Source: an optimization exercise on an open RTL-to-GDS flow (aim: small area, a short achievable clock period and few clock cycles). Production flows keep margins and buffers that such runs may drop. RTL that was checked went through simulation tests only; none was proved equivalent to the original.

==> inputs of branch amber <==
// vendingMachine
module vendingMachine(
   clk,
   reset,
   coinInA,
   coinInB,
   coinInC,
   coinInD,
   itemTypeIn,
   itemNumberIn,
   forceIn,
   coinOutA,
   coinOutB,
   coinOutC,
   coinOutD,
   itemTypeOut,
   itemNumberOut,
   serviceTypeOut
);
input          clk;
input          reset;
input  [5:0]   coinInA;
input  [5:0]   coinInB;
input  [5:0]   coinInC;
input  [5:0]   coinInD;
input  [1:0]   itemTypeIn;
input  [2:0]   itemNumberIn;
input          forceIn;
output [5:0]   coinOutA;
output [5:0]   coinOutB;
output [5:0]   coinOutC;
output [5:0]   coinOutD;
output [1:0]   itemTypeOut;
output [2:0]   itemNumberOut;
output [1:0]   serviceTypeOut;
reg            busy;              
reg            first;             
reg    [5:0]   countA, countB, countC, countD;   
reg    [9:0]   s5;                
reg    [2:0]   r;                 
reg    [3:0]   dq5;               
reg            rok;               
reg    [2:0]   num;               
reg    [1:0]   typ;
reg            frc;
function [4:0] cost5;             
   input [1:0] t;
   case (t)
      2'd0: cost5 = 5'd3;
      2'd1: cost5 = 5'd5;
      2'd2: cost5 = 5'd15;
      default: cost5 = 5'd20;
   endcase
endfunction
wire [3:0]  dq;                   
wire [2:0]  r0;                   
assign dq[0] = (~coinInD[4] & ~coinInD[3] & coinInD[2] & coinInD[0]) | (~coinInD[4] & ~coinInD[3] & coinInD[2] & coinInD[1]) | (~coinInD[5] & ~coinInD[4] & coinInD[3] & ~coinInD[2] & ~coinInD[1]) | (~coinInD[4] & coinInD[2] & coinInD[1] & coinInD[0]) | (~coinInD[5] & coinInD[4] & coinInD[3] & coinInD[2] & ~coinInD[1]) | (coinInD[5] & ~coinInD[4] & ~coinInD[3] & coinInD[1] & coinInD[0]) | (coinInD[5] & ~coinInD[4] & ~coinInD[3] & coinInD[2]) | (coinInD[5] & ~coinInD[4] & coinInD[2] & coinInD[0]) | (coinInD[5] & ~coinInD[4] & coinInD[2] & coinInD[1]) | (coinInD[5] & ~coinInD[3] & coinInD[2] & coinInD[1] & coinInD[0]) | (coinInD[4] & coinInD[3] & ~coinInD[2] & coinInD[1]) | (~coinInD[5] & coinInD[4] & ~coinInD[3] & ~coinInD[2]) | (coinInD[5] & coinInD[4] & ~coinInD[2] & ~coinInD[1]) | (~coinInD[5] & coinInD[4] & ~coinInD[2] & coinInD[0]);
  ...
clock: 6.0 ns
lec_check: 0
abc_area: 1
cap_margin: 20
core_margin: 2
core_utilization: 40
slew_margin: 20
standard.sh (not shown) runs the stock make flow with config.mk's settings and CLKGATE_MAP_FILE= SYNTH_SCRIPT=/design/flow/synth_recipe.tcl, a recipe that flattens the netlist after the stock synthesis.
==> flow/flow/run.sh <==
#!/bin/bash
# The standard layout, with these changes:
# - synthesis leaves adders to ABC as plain gates instead of mapping them
#   to the full/half-adder cells;
# - each port gets a buf_2 as its buffer.
set -euo pipefail
here=$(pwd)
mkdir -p scripts
for f in "$FLOW_HOME"/scripts/*; do ln -sf "$f" scripts/; done
rm -f scripts/abc_area.script
cp flow/abc_area.script scripts/abc_area.script
bash standard.sh ADDER_MAP_FILE= SCRIPTS_DIR="$here/scripts" "BUFFER_PORTS_ARGS=-buffer_cell sky130_fd_sc_hd__buf_2" finish > flow_make.log 2>&1
==> flow/flow/abc_area.script <==
strash
&get -n
&deepsyn -J 5 -S 1
&put
balance
balance -l
resub -K 6 -l
rewrite -l
resub -K 6 -N 2 -l
refactor -l
resub -K 8 -l
balance -l
resub -K 8 -N 2 -l
rewrite -l
resub -K 10 -l
rewrite -z -l
resub -K 10 -N 2 -l
balance -l
resub -K 12 -l
refactor -z -l
resub -K 12 -N 2 -l
rewrite -z -l
balance -l
dch
map -B 0.9
topo
stime -c
buffer -c
upsize -c
dnsize -c
==> inputs of branch maple, as changes to branch amber <==
--- a/flow/design.v
+++ b/flow/design.v
@@ -35,12 +35,10 @@
 reg            busy;              
 reg            first;             
 reg    [5:0]   countA, countB, countC, countD;   
 reg    [9:0]   s5;                
 reg    [2:0]   r;                 
-reg    [3:0]   dq5;               
-reg            rok;               
 reg    [2:0]   num;               
 reg    [1:0]   typ;
 reg            frc;
 function [4:0] cost5;             
    input [1:0] t;
@@ -69,12 +67,11 @@
 assign kn[5] = (~itemTypeIn[1] & itemTypeIn[0] & itemNumberIn[2] & itemNumberIn[1] & itemNumberIn[0]) | (itemTypeIn[1] & ~itemTypeIn[0] & itemNumberIn[2] & ~itemNumberIn[1] & ~itemNumberIn[0]) | (itemTypeIn[1] & ~itemTypeIn[0] & itemNumberIn[1] & itemNumberIn[0]) | (itemTypeIn[1] & itemTypeIn[0] & itemNumberIn[2] & ~itemNumberIn[1] & itemNumberIn[0]) | (itemTypeIn[1] & itemTypeIn[0] & itemNumberIn[1] & ~itemNumberIn[0]) | (itemTypeIn[1] & ~itemNumberIn[2] & itemNumberIn[1] & itemNumberIn[0]);
 assign kn[6] = (itemTypeIn[1] & ~itemTypeIn[0] & itemNumberIn[2] & itemNumberIn[0]) | (itemTypeIn[1] & itemTypeIn[0] & itemNumberIn[2] & ~itemNumberIn[1]) | (itemTypeIn[1] & itemNumberIn[2] & itemNumberIn[1] & ~itemNumberIn[0]);
 assign kn[7] = (itemTypeIn[1] & itemTypeIn[0] & itemNumberIn[2] & itemNumberIn[1] & itemNumberIn[0]);
 wire [9:0]  v5   = {coinInA, 3'b0} + {3'b0, coinInA, 1'b0} + {3'b0, coinInB, 1'b0}
                  + {4'b0, coinInC} + {6'b0, dq};
-wire [10:0] ev   = {1'b0, busy ? s5 : v5} + (busy ? {6'b0, cost5(typ)} : ~{3'b0, kn})
-                 + {10'b0, ~busy};
+wire [10:0] ev   = {1'b0, v5} - {3'b0, kn};
 wire        enough = ~ev[10];
 reg  [5:0]  ge;
 reg  [7:0]  th [1:6];
 integer j;
 always @* begin
@@ -122,10 +119,17 @@
 wire [10:0] r1x  = {1'b0, s5} - {2'b0, countA, 3'b0} - {4'b0, countA, 1'b0};
 wire        exA  = ~r1x[10] & (r1x[9:0] >= 10'd10);
 wire        rbig = r1x[9:8] != 2'b0;                          
 wire [7:0]  rr   = exA ? r1x[7:0] : {4'b0, y};
 wire [7:0]  u0   = {1'b0, countB, 1'b0} + {2'b0, countC};
+wire [5:0]  dmr  = countD - {3'b0, r};
+wire        rok  = countD >= {3'b0, r};
+wire [3:0]  dq5;
+assign dq5[0] = (~dmr[4] & ~dmr[3] & dmr[2] & dmr[0]) | (~dmr[4] & ~dmr[3] & dmr[2] & dmr[1]) | (~dmr[5] & ~dmr[4] & dmr[3] & ~dmr[2] & ~dmr[1]) | (~dmr[4] & dmr[2] & dmr[1] & dmr[0]) | (~dmr[5] & dmr[4] & dmr[3] & dmr[2] & ~dmr[1]) | (dmr[5] & ~dmr[4] & ~dmr[3] & dmr[1] & dmr[0]) | (dmr[5] & ~dmr[4] & ~dmr[3] & dmr[2]) | (dmr[5] & ~dmr[4] & dmr[2] & dmr[0]) | (dmr[5] & ~dmr[4] & dmr[2] & dmr[1]) | (dmr[5] & ~dmr[3] & dmr[2] & dmr[1] & dmr[0]) | (dmr[4] & dmr[3] & ~dmr[2] & dmr[1]) | (~dmr[5] & dmr[4] & ~dmr[3] & ~dmr[2]) | (dmr[5] & dmr[4] & ~dmr[2] & ~dmr[1]) | (~dmr[5] & dmr[4] & ~dmr[2] & dmr[0]);
+assign dq5[1] = (~dmr[5] & ~dmr[4] & dmr[3] & dmr[1]) | (~dmr[5] & ~dmr[4] & dmr[3] & dmr[2]) | (~dmr[5] & dmr[4] & ~dmr[3] & ~dmr[2]) | (~dmr[5] & dmr[3] & dmr[2] & dmr[1]) | (dmr[5] & ~dmr[4] & ~dmr[3]) | (dmr[5] & ~dmr[3] & dmr[2]) | (dmr[5] & dmr[4] & dmr[3] & ~dmr[2]) | (dmr[5] & ~dmr[3] & dmr[1]);
+assign dq5[2] = (~dmr[5] & dmr[4] & dmr[2]) | (~dmr[5] & dmr[4] & dmr[3]) | (dmr[5] & ~dmr[4] & ~dmr[3]) | (dmr[4] & dmr[3] & dmr[2]);
+assign dq5[3] = (dmr[5] & dmr[3]) | (dmr[5] & dmr[4]);
 wire [7:0]  uq   = u0 + {4'b0, dq5};
 wire        bA   = r1x[7:0] >= {1'b0, countB, 1'b0} + 8'd2;
 wire        bN   = {4'b0, y} >= {1'b0, countB, 1'b0} + 8'd2;
 wire        cA_  = r1x[7:0] > u0;
 wire        cN   = {4'b0, y} > u0;
@@ -153,22 +157,10 @@
 wire [5:0]  pD   = countD - kD;
 wire [5:0]  nA   = busy ? pA : tA[6] ? 6'd63 : tA[5:0];
 wire [5:0]  nB   = busy ? pB : tB[6] ? 6'd63 : tB[5:0];
 wire [5:0]  nC   = busy ? pC : tC[6] ? 6'd63 : tC[5:0];
 wire [5:0]  nD   = busy ? pD : tD[6] ? 6'd63 : tD[5:0];
-wire [5:0]  cD1  = tD[6] ? 6'd63 : tD[5:0];
-wire [5:0]  dmr  = cD1 - {3'b0, r0};
-wire [3:0]  dq50;
-assign dq50[0] = (~dmr[4] & ~dmr[3] & dmr[2] & dmr[0]) | (~dmr[4] & ~dmr[3] & dmr[2] & dmr[1]) | (~dmr[5] & ~dmr[4] & dmr[3] & ~dmr[2] & ~dmr[1]) | (~dmr[4] & dmr[2] & dmr[1] & dmr[0]) | (~dmr[5] & dmr[4] & dmr[3] & dmr[2] & ~dmr[1]) | (dmr[5] & ~dmr[4] & ~dmr[3] & dmr[1] & dmr[0]) | (dmr[5] & ~dmr[4] & ~dmr[3] & dmr[2]) | (dmr[5] & ~dmr[4] & dmr[2] & dmr[0]) | (dmr[5] & ~dmr[4] & dmr[2] & dmr[1]) | (dmr[5] & ~dmr[3] & dmr[2] & dmr[1] & dmr[0]) | (dmr[4] & dmr[3] & ~dmr[2] & dmr[1]) | (~dmr[5] & dmr[4] & ~dmr[3] & ~dmr[2]) | (dmr[5] & dmr[4] & ~dmr[2] & ~dmr[1]) | (~dmr[5] & dmr[4] & ~dmr[2] & dmr[0]);
-assign dq50[1] = (~dmr[5] & ~dmr[4] & dmr[3] & dmr[1]) | (~dmr[5] & ~dmr[4] & dmr[3] & dmr[2]) | (~dmr[5] & dmr[4] & ~dmr[3] & ~dmr[2]) | (~dmr[5] & dmr[3] & dmr[2] & dmr[1]) | (dmr[5] & ~dmr[4] & ~dmr[3]) | (dmr[5] & ~dmr[3] & dmr[2]) | (dmr[5] & dmr[4] & dmr[3] & ~dmr[2]) | (dmr[5] & ~dmr[3] & dmr[1]);
-assign dq50[2] = (~dmr[5] & dmr[4] & dmr[2]) | (~dmr[5] & dmr[4] & dmr[3]) | (dmr[5] & ~dmr[4] & ~dmr[3]) | (dmr[4] & dmr[3] & dmr[2]);
-assign dq50[3] = (dmr[5] & dmr[3]) | (dmr[5] & dmr[4]);
-always @(posedge clk) begin
-   s5     <= busy ? ev[9:0] : s50;
-   num    <= busy ? num - 3'd1 : num0;
-   first  <= ~busy;
-end
 always @(posedge clk) begin
    if (!reset) begin
       busy   <= 1'b0;
       countA <= 6'd5;
       countB <= 6'd30;
@@ -176,27 +168,33 @@
       countD <= 6'd20;
    end
    else if (!busy) begin
       if (itemNumberIn != 3'd0) begin
          busy   <= 1'b1;
+         first  <= 1'b1;
          countA <= nA;
          countB <= nB;
          countC <= nC;
          countD <= nD;
+         s5     <= s50;
          r      <= r0;
-         dq5    <= dq50;
-         rok    <= cD1 >= {3'b0, r0};
+         num    <= num0;
          typ    <= itemTypeIn;
          frc    <= forceIn;
       end
    end
    else if (ok) begin
       busy   <= 1'b0;
       countA <= nA;
       countB <= nB;
       countC <= nC;
       countD <= nD;
+   end
+   else begin
+      first  <= 1'b0;
+      num    <= num - 3'd1;
+      s5     <= s5 + {5'b0, cost5(typ)};
    end
 end
 assign coinOutA       = kA;
 assign coinOutB       = kB;
 assign coinOutC       = kC;
==> run summary <==
- Branch maple reached the layout checks and failed them: setup timing. Branch amber completed with no timing, DRC or antenna violations.
- Against branch maple, the fmax of branch amber is higher by 8.4%.
- Against branch maple, the non-clock buffer count of branch amber is lower by 77.
- Of branch amber and branch maple, branch maple has the higher via count (gap about 2.3%, measured against branch maple).
- First-iteration DRC count: branch maple is higher than branch amber (5.7%).
Testbench counts of branch amber, summed over its fixed seeds: cycles 15,992.
No functional check of the RTL was part of branch maple.

==> re-timing with driven ports <==
The flow's constraints put no driver on any port. The routed layouts listed below were extracted and timed again, unchanged, in two steps.
Step 1 sets driving cells, clkbuf_16 on the clock port and buf_2 on the other inputs (assumed; they add their load-dependent delay and slew).
Step 2 adds t to the input delays and takes it off the output delays; t is the mean of the earliest and latest rising clock arrival at the registers after step 1. Input paths then give back, and output paths get back, about the clock's delay inside the block.
Slacks: ideal ports / drivers / drivers and shift; pairs: ideal ports / drivers.
| run | t, ns | setup slack, ns | hold slack, ns |
|---|---|---|---|
| branch amber | 0.346 | 0.380 / 0.339 / 0.269 | 0.553 / 0.553 / 0.553 |
| branch maple | 0.353 | -0.094 / -0.136 / 0.172 | 0.563 / 0.563 / 0.563 |
For branch amber, which loses most, drivers alone change the setup slack by -0.041 ns; drivers and shift together by -0.111 ns.
